This design comes from an exercise in tuning for small area on the open sky130 flow, not from production work.
The RTL was checked by simulation tests, not by an equivalence proof against the original design.

--- flow/config.mk ---
export PLATFORM = sky130hd
export DESIGN_NAME = dctqtop
export DESIGN_NICKNAME = dctqtop
export VERILOG_FILES = /design/flow/design.v
export SDC_FILE = /design/flow/constraint.sdc
export NUM_CORES = 4
export LEC_CHECK = 0
export CAP_MARGIN = 20
export CORE_MARGIN = 2
export CORE_UTILIZATION = 40
export SLEW_MARGIN = 20
--- flow/constraint.sdc ---
create_clock -name core_clock -period 8.0 [get_ports {clk}]
set_input_delay 1.6000 -clock core_clock [delete_from_list [all_inputs] [get_ports {clk}]]
set_output_delay 1.6000 -clock core_clock [all_outputs]
set_load 0.01 [all_outputs]
--- flow/design.v ---
module ram_rc(
 clk,
 we,
 be,
 ra,
 wa,
 di,
 dout
 ) ;
 input clk ;
 input we ;              
 input [7:0] be ;        
 input [2:0] ra, wa ;    
 input [63:0] di ;
 output [63:0] dout ;    
 genvar r, b ;
 generate
  for (r = 0; r < 8; r = r + 1) begin : g_row
   reg [63:0] q ;
   for (b = 0; b < 8; b = b + 1) begin : g_byte
    always @ (posedge clk)
     if (we && (wa == r) && be[b])
      q[8*b +: 8] <= di[8*b +: 8] ;
   end
   assign dout[63-8*r -: 8] = q[63-8*ra -: 8] ;
  end
 endgenerate
endmodule
module dualram(
 clk,
 rnw,
 be,
 ra,
 wa,
 di,
 din_valid,
 dout
 ) ;
 input clk ;
 input rnw ;             
 input din_valid ;
 input [7:0] be ;
 input [2:0] ra, wa ;
 input [63:0] di ;
 output [63:0] dout ;
 wire [63:0] do1 ;
 wire [63:0] do2 ;
 ram_rc ram1 ( .clk(clk), .we(din_valid & rnw), .be(be), .ra(ra), .wa(wa),
  .di(di), .dout(do1) ) ;
 ram_rc ram2 ( .clk(clk), .we(din_valid & ~rnw), .be(be), .ra(ra), .wa(wa),
  .di(di), .dout(do2) ) ;
 assign dout = rnw ? do2 : do1 ;
endmodule
module romc(
 addr,
 dout
 ) ;
 input [2:0] addr ;
 output [63:0] dout ;
 reg [63:0] dout ;
 always @ (*)
  case (addr)
   3'd0 : dout = 64'h5B5B5B5B5B5B5B5B ;
   3'd1 : dout = 64'h7E6A4719E7B99682 ;
   3'd2 : dout = 64'h7631CF8A8ACF3176 ;
   3'd3 : dout = 64'h6AE782B9477E1996 ;
   3'd4 : dout = 64'h5BA5A55B5BA5A55B ;
   3'd5 : dout = 64'h4782196A96E77EB9 ;
   3'd6 : dout = 64'h318A76CFCF768A31 ;
   default : dout = 64'h19B96A827E9647E7 ;
  endcase
endmodule
module romq(a,d);
 input [5:0] a ;
 output [7:0] d ;
 reg [7:0] d ;
 reg [63:0] mem_data ;
 always @ (*)
 begin
  case (a[5:3])
   3'd0 : mem_data = 64'hFF806C5D4F4C473C ;
   3'd1 : mem_data = 64'h80805D554C473C37 ;
   3'd2 : mem_data = 64'h6C5D4F4C473C3C36 ;
   3'd3 : mem_data = 64'h5D5D4F4C473C3733 ;
   3'd4 : mem_data = 64'h5D4F4C47403B332B ;
   3'd5 : mem_data = 64'h4F4C47403B332B23 ;
   3'd6 : mem_data = 64'h4F4C473C362D251E ;
   default : mem_data = 64'h4C473B362D251E19 ;
  endcase
  d = mem_data[63-8*a[2:0] -: 8] ;
 end
endmodule
module mult11sx8s(
 q,
 c,
 odd,
 dct
 ) ;
 input [87:0] q ;
 input [63:0] c ;
 input odd ;
 output [11:0] dct ;
 wire signed [21:0] p ;
 wire [7:0] m ;
 wire signed [22:0] t ;
 wire signed [11:0] u [0:3] ;
 wire [4:0] ml [0:7] ;
 genvar j ;
 generate
  for (j = 0; j < 4; j = j + 1) begin : g_bf
   wire [11:0] a = {q[87-11*j], q[87-11*j -: 11]} ;
   wire [11:0] b = {q[11*j+10], q[11*j +: 11]} ;
   assign u[j] = odd ? a - b : a + b ;
  end
  for (j = 0; j < 8; j = j + 1) begin : g_lo
   assign ml[j] = q[81-11*j -: 5] * c[60-8*j -: 5] ;
  end
 endgenerate
 wire signed [7:0] k0 = c[63:56] ;
 wire signed [7:0] k1 = c[55:48] ;
 wire signed [7:0] k2 = c[47:40] ;
 wire signed [7:0] k3 = c[39:32] ;
 wire signed [8:0] ms ;
 assign p = k0 * u[0] + k1 * u[1] + k2 * u[2] + k3 * u[3] ;
 assign m = ml[0] + ml[1] + ml[2] + ml[3] + ml[4] + ml[5] + ml[6] + ml[7] ;
 assign ms = {1'b0, m} ;
 assign t = p - ms ;
 assign dct = t[20:9] ;
endmodule
module mult8ux8s(
 x,
 c,
 odd,
 din
 ) ;
 input [63:0] x ;
 input [63:0] c ;
 input odd ;
 output [10:0] din ;
 wire signed [19:0] p ;
 wire [6:0] m ;
 wire signed [20:0] t ;
 wire signed [9:0] u [0:3] ;
 wire [3:0] ml [0:7] ;
 genvar r ;
 generate
  for (r = 0; r < 4; r = r + 1) begin : g_bf
   wire [9:0] a = {2'b00, x[63-8*r -: 8]} ;
   wire [9:0] b = {2'b00, x[8*r +: 8]} ;
   assign u[r] = odd ? a - b : a + b ;
  end
  for (r = 0; r < 8; r = r + 1) begin : g_lo
   assign ml[r] = x[59-8*r -: 4] * c[59-8*r -: 4] ;
  end
 endgenerate
 wire signed [7:0] k0 = c[63:56] ;
 wire signed [7:0] k1 = c[55:48] ;
 wire signed [7:0] k2 = c[47:40] ;
 wire signed [7:0] k3 = c[39:32] ;
 wire signed [7:0] ms ;
 assign p = k0 * u[0] + k1 * u[1] + k2 * u[2] + k3 * u[3] ;
 assign m = ml[0] + ml[1] + ml[2] + ml[3] + ml[4] + ml[5] + ml[6] + ml[7] ;
 assign ms = {1'b0, m} ;
 assign t = p - ms ;
 assign din = t[18:8] ;
endmodule
module mult12sx8u(
 n1,
 n2,
 dctq
 ) ;
 input [11:0] n1 ;
 input [7:0] n2 ;
 output [8:0] dctq ;
 wire signed [20:0] prod ;
 wire signed [11:0] a = n1 ;
 wire signed [8:0] b = {1'b0, n2} ;
 assign prod = a * b ;
 assign dctq = prod[19:11] ;
endmodule
module dctreg2x8xn(
clk, 
wa,  
din, 
enreg, 
qr0, 
qr1, 
qr2, 
qr3, 
qr4, 
qr5, 
qr6, 
qr7 
); 
parameter WIDTH = 11 ;  
output [(WIDTH-1):0] qr0; 
output [(WIDTH-1):0] qr1; 
output [(WIDTH-1):0] qr2; 
output [(WIDTH-1):0] qr3; 
output [(WIDTH-1):0] qr4; 
output [(WIDTH-1):0] qr5; 
output [(WIDTH-1):0] qr6; 
output [(WIDTH-1):0] qr7; 
input [(WIDTH-1):0] din; 
input [2:0] wa; 
input enreg; 
input clk; 
reg [(WIDTH-1):0] qr0; 
reg [(WIDTH-1):0] qr1; 
reg [(WIDTH-1):0] qr2; 
reg [(WIDTH-1):0] qr3; 
reg [(WIDTH-1):0] qr4; 
reg [(WIDTH-1):0] qr5; 
reg [(WIDTH-1):0] qr6; 
reg [(WIDTH-1):0] qr7; 
reg [(WIDTH-1):0] q0; 
reg [(WIDTH-1):0] q1; 
reg [(WIDTH-1):0] q2; 
reg [(WIDTH-1):0] q3; 
reg [(WIDTH-1):0] q4; 
reg [(WIDTH-1):0] q5; 
reg [(WIDTH-1):0] q6; 
always @ (posedge clk) 
begin 
if (enreg) 
begin 
case (wa) 
3'b000: q0 <= din;  
3'b001: q1 <= din;  
3'b010: q2 <= din;  
3'b011: q3 <= din; 
3'b100: q4 <= din; 
3'b101: q5 <= din; 
3'b110: q6 <= din;  
3'b111: 
 begin 
 qr0 <= q0;  
 qr1 <= q1;  
 qr2 <= q2; 
 qr3 <= q3; 
 qr4 <= q4; 
 qr5 <= q5; 
 qr6 <= q6; 
 qr7 <= din; 
 end 
endcase 
end
end
endmodule
module dctq_controller(
clk,  
 reset_n, 
 start, 
 hold, 
 ready, 
 rnw, 
 dctq_valid, 
 encnt2, 
 cnt1_reg, 
cnt2_reg, 
cnt3_reg, 
 cnt4_reg, 
 addr 
 ); 
 input clk ; 
input reset_n ; 
input start ; 
input hold ; 
output ready ; 
output rnw ; 
output dctq_valid ; 
output encnt2 ; 
output [5:0] cnt1_reg ; 
output [2:0] cnt2_reg ; 
output [2:0] cnt3_reg ; 
output [5:0] cnt4_reg ; 
output [5:0] addr ; 
reg ready ; 
reg rnw ; 
reg dctq_valid ; 
reg dctq_valid_prev ; 
reg start_reg1 ; 
reg cnt_0 ; 
reg [5:0] cnt1_reg ; 
reg [2:0] cnt2_reg ; 
reg [2:0] cnt3_reg ; 
reg [5:0] cnt4_reg ; 
reg [5:0] addr ; 
reg encnt1 ; 
reg encnt2 ; 
reg encnt3 ; 
reg encnt4 ; 
reg encnt5 ; 
wire start_next1 ; 
wire encnt1_next ; 
wire discnt1_next; 
wire swrnw1 ; 
wire swrnw2 ; 
wire swon_ready ; 
wire [5:0] cnt1_next ; 
wire [2:0] cnt2_next ; 
wire [2:0] cnt3_next ; 
wire [5:0] cnt4_next ; 
wire [5:0] cnt5_next ;
assign cnt1_next = cnt1_reg + 1 ;  
assign cnt2_next = cnt2_reg + 1 ; 
assign cnt3_next = cnt3_reg + 1 ; 
assign cnt4_next = cnt4_reg + 1 ; 
assign cnt5_next = addr + 1 ; 
assign encnt1_next = ((start_reg1 == 1'b1)&&(cnt1_reg == 0)) ? 1'b1 : 1'b0 ; 
assign discnt1_next = ((start_reg1 == 1'b0)&&(cnt1_reg == 6'd63)) ? 1'b1:1'b0 ;
always @ (posedge clk or negedge reset_n) 
begin  
 if (reset_n == 1'b0) 
 encnt1 <= 1'b0 ; 
 else if (hold == 1'b1) 
 encnt1 <= encnt1 ; 
 else if (encnt1_next == 1'b1) 
 encnt1 <= 1'b1 ; 
else if (discnt1_next == 1'b1) 
 encnt1 <= 1'b0 ; 
else 
 encnt1 <= encnt1 ; 
 end 
 always @ (posedge clk or negedge reset_n) 
begin  
 if (reset_n == 1'b0) 
 encnt2 <= 1'b0 ; 
 else if (hold == 1'b1) 
 encnt2 <= encnt2 ; 
 else if (discnt1_next == 1'b1) 
 encnt2 <= 1'b0 ; 
 else if (cnt1_reg == 6'd14) 
 encnt2 <= 1'b1 ; 
 else 
 encnt2 <= encnt2 ; 
end 
always @ (posedge clk or negedge reset_n) 
begin  
 if (reset_n == 1'b0) 
 encnt3 <= 1'b0 ; 
 else if (hold == 1'b1) 
 encnt3 <= encnt3 ; 
 else if (discnt1_next == 1'b1 ) 
 encnt3 <= 1'b0 ; 
 else if (cnt1_reg == 6'd20) 
 encnt3 <= 1'b1 ; 
 else
 encnt3 <= encnt3 ; 
 end
 always @ (posedge clk or negedge reset_n) 
begin  
 if (reset_n == 1'b0) 
 encnt4 <= 1'b0 ; 
 else if (hold == 1'b1) 
 encnt4 <= encnt4 ; 
 else if (discnt1_next == 1'b1) 
 encnt4 <= 1'b0 ; 
 else if (cnt1_reg == 6'd35) 
 encnt4 <= 1'b1 ; 
 else 
 encnt4 <= encnt4 ; 
end 
always @ (posedge clk or negedge reset_n) 
begin  
 if (reset_n == 1'b0) 
 encnt5 <= 1'b0 ; 
 else if (hold == 1'b1) 
 encnt5 <= encnt5 ; 
 else if (discnt1_next == 1'b1) 
 encnt5 <= 1'b0 ; 
 else if (cnt1_reg == 6'd44) 
 encnt5 <= 1'b1 ; 
 else 
 encnt5 <= encnt5 ; 
end
always @ (posedge clk or negedge reset_n) 
begin  
 if (reset_n == 1'b0) 
 cnt1_reg <= 6'd00 ; 
 else if (hold == 1'b1) 
 cnt1_reg <= cnt1_reg ; 
 else if (encnt1 == 1'b1) 
 cnt1_reg <= cnt1_next ; 
 else 
 cnt1_reg <= cnt1_reg ; 
end 
always @ (posedge clk or negedge reset_n) 
begin
 if (reset_n == 1'b0) 
 cnt2_reg <= 6'd00 ; 
 else if (hold == 1'b1) 
 cnt2_reg <= cnt2_reg ; 
 else if (encnt2 == 1'b1) 
 cnt2_reg <= cnt2_next ; 
 else 
 cnt2_reg <= cnt2_reg ; 
end 
always @ (posedge clk or negedge reset_n) 
begin  
 if (reset_n == 1'b0) 
 cnt3_reg <= 6'd00 ; 
else if (hold == 1'b1) 
 cnt3_reg <= cnt3_reg ; 
else if (encnt3 == 1'b1) 
 cnt3_reg <= cnt3_next ; 
else 
 cnt3_reg <= cnt3_reg ; 
end 
always @ (posedge clk or negedge reset_n) 
begin  
 if (reset_n == 1'b0) 
 cnt4_reg <= 6'd00 ; 
 else if (hold == 1'b1) 
 cnt4_reg <= cnt4_reg ; 
 else if (encnt4 == 1'b1) 
 cnt4_reg <= cnt4_next ; 
 else 
 cnt4_reg <= cnt4_reg ; 
end 
always @ (posedge clk or negedge reset_n) 
begin  
 if (reset_n == 1'b0) 
 addr <= 6'd00 ; 
 else if (hold == 1'b1) 
 addr <= addr ; 
 else if (encnt5 == 1'b1) 
 addr <= cnt5_next ; 
 else 
 addr <= addr ; 
end 
assign swrnw1 = ((start_reg1 == 1'b1)&&(cnt1_reg == 0)&&(cnt_0 == 1'b1)) 
? 1'b1 : 1'b0 ; 
assign swrnw2 = ((start_reg1 == 1'b1)&&(cnt1_reg == 63)) ?1'b1 : 1'b0 ; 
always @ (posedge clk or negedge reset_n) 
begin 
 if (reset_n == 1'b0) 
 begin 
 cnt_0 <= 1'b1 ; 
 rnw <= 1'b1 ; 
 end 
 else if (hold == 1'b1) 
 rnw <= rnw ; 
 else if (swrnw1) 
 begin 
 cnt_0 <= 1'b0 ; 
 rnw <= !rnw ;  
 end 
 else if (swrnw2) 
 rnw <= !rnw ;  
 else 
 rnw <= rnw ; 
end
assign swon_ready = ((start_reg1 == 1'b1)&&(cnt1_reg ==6'd01)) ? 1'b1 : 1'b0 ; 
always @ (posedge clk or negedge reset_n) 
begin 
 if (reset_n == 1'b0) 
 ready <= 1'b1; 
 else if (hold == 1'b1) 
 ready <= ready ; 
 else if (swon_ready) 
 ready <= 1'b1; 
 else 
 ready <= !start_reg1 ; 
end 
always @ (posedge clk or negedge reset_n) 
begin 
 if (reset_n == 1'b0) 
 begin 
 dctq_valid_prev <= 1'b0 ; 
 dctq_valid <= 1'b0 ; 
 end 
 else if (hold == 1'b1)  
 begin
 dctq_valid <= 1'b0 ;  
 end 
 else if (cnt1_reg == 6'd44)  
 begin 
 dctq_valid <= 1'b1 ; 
 dctq_valid_prev <= 1'b1 ; 
 end 
 else if (hold == 1'b0) 
 dctq_valid <= dctq_valid_prev ; 
 else 
 dctq_valid <= dctq_valid ; 
end 
assign start_next1 = (start == 1'b1)&&(cnt1_reg == 0) ; 
always @ (posedge clk or negedge reset_n) 
begin 
if (reset_n == 1'b0) 
 start_reg1 <= 1'b0 ; 
else if (hold == 1'b1) 
 start_reg1 <= start_reg1 ; 
else if (start_next1) 
 start_reg1 <= 1'b1 ; 
else if ((start == 1'b0)&&(cnt1_reg == 6'd62)) 
 start_reg1 <= 1'b0 ; 
else 
 start_reg1 <= start_reg1 ; 
end 
endmodule
module dctqtop(
 clk,
 reset_n,
 start,
 di,
 din_valid,
 wa,
 be,
 hold,
 ready,
 dctq,
 dctq_valid,
 addr
 ) ;
 input clk ;
 input reset_n ;
 input start ;
 input din_valid ;
 input hold ;
 input [63:0] di ;
 input [2:0] wa ;
 input [7:0] be ;
 output ready ;
 output [8:0] dctq ;
 output dctq_valid ;
 output [5:0] addr ;
 wire rnw ;
 wire encnt2 ;
 wire [5:0] cnt1_reg ;
 wire [2:0] cnt2_reg ;
 wire [2:0] cnt3_reg ;
 wire [5:0] cnt4_reg ;
 wire [63:0] col ;
 wire [63:0] c1 ;
 wire [63:0] c2 ;
 wire [10:0] din_next ;
 wire [10:0] qr0, qr1, qr2, qr3, qr4, qr5, qr6, qr7 ;
 wire [11:0] dct_next ;
 wire [7:0] qout ;
 wire [8:0] dctq_next ;
 reg [15*11-1:0] din_pipe ;    
 reg [2:0] cnt3_d1, cnt3_d2 ;   
 reg [13*12-1:0] dct_pipe ;    
 reg [9*9-1:0] dctq_pipe ;     
 dualram dualram1 ( .clk(clk), .rnw(rnw), .be(be), .ra(cnt1_reg[2:0]),
  .wa(wa), .di(di), .din_valid(din_valid), .dout(col) ) ;
 romc romc1 ( .addr(cnt1_reg[5:3]), .dout(c1) ) ;
 mult8ux8s first ( .x(col), .c(c1), .odd(cnt1_reg[3]), .din(din_next) ) ;
 always @ (posedge clk)
  din_pipe <= {din_pipe[14*11-1:0], din_next} ;
 dctreg2x8xn #(11) dctreg1 ( .clk(clk), .din(din_pipe[15*11-1 -: 11]),
  .wa(cnt2_reg), .enreg(encnt2),
  .qr0(qr0), .qr1(qr1), .qr2(qr2), .qr3(qr3),
  .qr4(qr4), .qr5(qr5), .qr6(qr6), .qr7(qr7) ) ;
 always @ (posedge clk)
 begin
  cnt3_d1 <= cnt3_reg ;
  cnt3_d2 <= cnt3_d1 ;
 end
 romc romc2 ( .addr(cnt3_d2), .dout(c2) ) ;
 mult11sx8s second ( .q({qr0, qr1, qr2, qr3, qr4, qr5, qr6, qr7}), .c(c2),
  .odd(cnt3_d2[0]), .dct(dct_next) ) ;
 always @ (posedge clk)
  dct_pipe <= {dct_pipe[12*12-1:0], dct_next} ;
 romq romq1 ( .a(cnt4_reg), .d(qout) ) ;
 mult12sx8u quant ( .n1(dct_pipe[13*12-1 -: 12]), .n2(qout), .dctq(dctq_next) ) ;
 always @ (posedge clk)
  dctq_pipe <= {dctq_pipe[8*9-1:0], dctq_next} ;
 assign dctq = dctq_pipe[9*9-1 -: 9] ;
 dctq_controller dctq_control1 ( .clk(clk), .reset_n(reset_n), .start(start),
  .hold(hold), .ready(ready), .rnw(rnw), .dctq_valid(dctq_valid),
  .encnt2(encnt2), .cnt1_reg(cnt1_reg), .cnt2_reg(cnt2_reg),
  .cnt3_reg(cnt3_reg), .cnt4_reg(cnt4_reg), .addr(addr) ) ;
endmodule
--- flow/run.sh ---
#!/bin/bash
# synth_recipe.tcl (not shown) runs the flow's synth.tcl, then flattens the netlist and writes it again
# the make line also repeats each setting of config.mk as NAME=value (left out here)
make -C /OpenROAD-flow-scripts/flow DESIGN_CONFIG=/design/flow/config.mk WORK_HOME=/design/flow/orfs CLKGATE_MAP_FILE= SYNTH_SCRIPT=/design/flow/synth_recipe.tcl finish
==> results.txt <==
per-layer routing:
metal | track usage | up-vias | share of wire
li1 | - | 29208 | -
met1 | 0.276 | 32081 | 0.42
met2 | 0.352 | 1895 | 0.49
met3 | 0.0289 | 360 | 0.061
met4 | 0.0666 | 0 | 0.034
met5 | 0 | - | 0
worst max path at each step:
stage	startpoint	to	cells after the start
final	dctq_control1.rnw	din_pipe[10]	46
after global routing	dctq_control1.rnw	din_pipe[10]	46
after CTS	dctq_control1.rnw	din_pipe[10]	49
after detailed placement	dctq_control1.rnw	din_pipe[10]	45
after global placement	dctq_control1.rnw	din_pipe[10]	46
after floorplan	dctq_control1.cnt1_reg[0]	din_pipe[10]	55
worst reg2reg max path, delay by kind of cell, from the launching register on:
| kind | cells | cell delay (ns) |
|---|---|---|
| fa+ha+maj | 12 | 4.54 |
| compound gates | 12 | 1.79 |
| xor+xnor | 7 | 1.32 |
| buf+inv | 9 | 1.13 |
| flops | 1 | 0.67 |
| simple gates | 5 | 0.58 |
| mux | 1 | 0.56 |
cell families (layout without fill, tap and decap cells):
group                      count (synthesis)  after routing  synth area share
other                                      2             11         0.0000772
muxes                                    354            354            0.0615
and+or+nand+nor                         1865           1865            0.0873
buffers and inverters                   1421           2943            0.0563
AOI/OAI and AO/OA                        791            791            0.0502
xor gates and xnor gates                 441            441            0.0400
DFF                                     1632           1632             0.460
adders and majority gates               1427           1427             0.245
area by class of cell:
cell class                      instances  area share
Clock inverter                         94     0.00782
Multi-Input combinational cell       4881       0.409
Sequential cell                      1632       0.376
Tap cell                             3202      0.0336
Clock buffer                          207      0.0368
Timing Repair Buffer                 1466       0.100
Antenna cell                            8    0.000168
Inverter                             1176      0.0371
metrics by stage:
step	instances	cell area (sq um)	util
finish	12666	119000	0.491
floorplan	7934	97900	-
CTS	12618	118000	0.487
global placement	12253	111000	0.459
detailed placement	12253	111000	0.459
global route	12659	119000	0.491
placed cells by master, fill, tap and decap left out, types with 27 or more instances in the layout:
| cell | instances |
|---|---|
| clkdlybuf4s50_1 | 95 |
| nor2b_1 | 55 |
| inv_1 | 1145 |
| a21o_1 | 58 |
| inv_2 | 27 |
| fa_1 | 789 |
| mux2i_1 | 143 |
| mux4_2 | 194 |
| nand3_1 | 37 |
| nor3_1 | 69 |
| and2_1 | 233 |
| edfxtp_1 | 1189 |
| or3_1 | 35 |
| dfxtp_1 | 405 |
| dfrtp_1 | 30 |
| ha_1 | 594 |
| buf_12 | 30 |
| nand2b_1 | 79 |
| a21oi_1 | 223 |
| o21a_1 | 28 |
| nand2_1 | 576 |
| clkbuf_1 | 32 |
| o21bai_1 | 62 |
| o21ai_0 | 90 |
| buf_4 | 1298 |
| xnor2_1 | 309 |
| xor2_1 | 99 |
| a21oi_2 | 41 |
| o21ai_1 | 82 |
| buf_6 | 29 |
| nor2_1 | 584 |
| clkbuf_16 | 166 |
| o22a_1 | 39 |
| or2_2 | 34 |
| clkinv_1 | 38 |
timing repair:
| action | in CTS | in global routing |
|---|---|---|
| setup endpoints to repair | 23 | 23 |
| setup buffers | 66 | 45 |
| resized for setup | 178 | 157 |
| cloned | 4 | 0 |
| pin swaps | 94 | 112 |
==> flow_metrics.py <==
metrics = {
    "outcome": {
        "outcome": "complete, but fails checks",
        "violatedChecks": "negative setup slack",
    },
    "cts": {
        "cts_tree": "built",
        "cts_inserted_buffers": 164,
        "clk_transition_reported_paths_ns": 0.06,
        "cts_buffer_depth": 3,
        "cts.hold.buffers_added": 0,
        "cts_sinks": 1632,
        "htree_levels": 4,
        "clk_latency_ns": 0.80,
        "cts-root-buf": "clkbuf_16",
    },
    "global_routing": {
        "grt_pass1_wl_um": 395000,
        "antenna_found_initial": 10,
        "grt_usage": 0.208,
        "globalRouteOverflowTotal": 0,
        "grt_pass1_vias": 66396,
        "grt_max_degree": 66,
    },
    "drt": {
        "wirelength_um": 258000,
        "wire_per_inst_um": 20.4,
        "ant_nets": 0,
        "route.vias.total": 63544,
        "firstDrtPassIters": 5,
        "drt_iter0_drc": 5033,
        "remaining_drc_errors": 0,
        "post_drt_via_cell_ratio": 5.02,
    },
    "worst_setup_path": {
        "r2r_start": "dctq_control1.rnw",
        "slowest_stage": "dfstp_4",
        "crit_arrival_ns": 11.40,
        "critPathRequiredTime_ns": 8.66,
        "crit_type": "register to register",
        "crit_path_max_incr_delay_ns": 0.67,
        "reg2reg_depth": 46,
        "rrSetupSlack_ns": -2.74,
        "end_kind": "register",
        "crit_path_frequent_cell": "fa_1",
        "timing.rr.end": "din_pipe[10]",
        "startpoint_type": "register",
        "cp_top_family": "adder cells",
        "cp_max_fo": 8,
        "critPathBufInv": 9,
    },
    "synthesis": {
        "yosys-top-cells-count": "edfxtp_1 (1189), inv_1 (1163), fa_1 (798)",
        "synth_ff_type": "edfxtp_1",
        "yosys_warnings": 8,
        "synth_edf_count": 1189,
        "synthCells": 7933,
        "synthTopCellsByArea": "edfxtp_1 (37%), fa_1 (16%), dfxtp_1 (8.4%)",
        "netlist-cell-type-count": 84,
        "async_flop_share": 0.0214,
        "synth.top_cell.area_share": 0.367,
        "syn_avg_cell_area_sq_um": 12.3,
        "netlist_area_sq_mm": 0.0973,
        "synth_area_leader_cell": "edfxtp_1",
        "synth_seq_cells": 1632,
        "ys_seq_area_frac": 0.460,
        "yosys.cell_count.top_type": "edfxtp_1",
    },
    "layout": {
        "drive_gt1_frac": 0.228,
        "reg.largest.list": "dualram1.ram1.g_row.q (512), dualram1.ram2.g_row.q (512), din_pipe (165)",
        "syn2layout_area_growth_pct": 22.4,
        "multiInputGateArea_sq_mm": 0.0487,
        "nNetsFinal": 10828,
        "fill_cells": 21244,
        "seqCellArea_sq_mm": 0.0448,
    },
    "timing": {
        "worst_slack_ns": -2.74,
        "relSlewSlack": 0.181,
        "fin_worst_skew_ns": 0.0678,
        "holdWs_ns": 0.274,
        "finalCriticalPeriod_ns": 10.74,
        "rsz0062_at_grt": "yes",
        "hold_viol": 0,
        "fmax_mhz": 93.1,
        "worstMarginPinSlew_ns": 1.23,
        "layout_worst_path_cycle_share": 1.34,
        "setup_viol": 23,
        "drv_slew": 0,
        "tns_ns": -48.99,
    },
    "floorplan": {
        "core_area_sq_mm": 0.243,
        "die_height_um": 497,
        "dieArea_sq_mm": 0.247,
        "floorplan.initialDensity": 0.401,
        "ios": 97,
        "die_x_um": 497,
        "rows": 181,
    },
    "placed_design": {
        "dp_slack_ns": -3.09,
        "gp_routability_congestion": 0.905,
        "place_hpwl_um": 200000,
        "io_buffers": 96,
    },
    "flow_run": {
        "drv_cap": 0,
    },
    "hold_path": {
        "hold_end": "dct_pipe[154]",
        "hold_start": "dct_pipe[142]",
        "worst_hold_path_type": "register to register",
        "min_delay_path_depth": 0,
    },
}

==> what the ideal ports hide <==
In the flow no input, the clock included, has a driving cell. The finished layout below was timed again as built, in two steps. Step 1: set_driving_cell puts a clkbuf_16 on clk and a buf_2 on each other input, an assumption about the parent block. Step 2 also shifts input and output timing later by t, the mid clock arrival at the registers, as if the neighbouring blocks saw the same clock. Slacks: ideal / step 1 / step 2; pairs: ideal / step 1.
t (ns): 0.871
setup slack, ns: -2.741 / -2.741 / -2.741
hold WS [ns]: 0.274 / 0.274 / 0.274
pins driven straight from the clock port: 1
For this run, drivers alone change the setup slack by 0.000 ns; drivers and shift together by 0.000 ns.
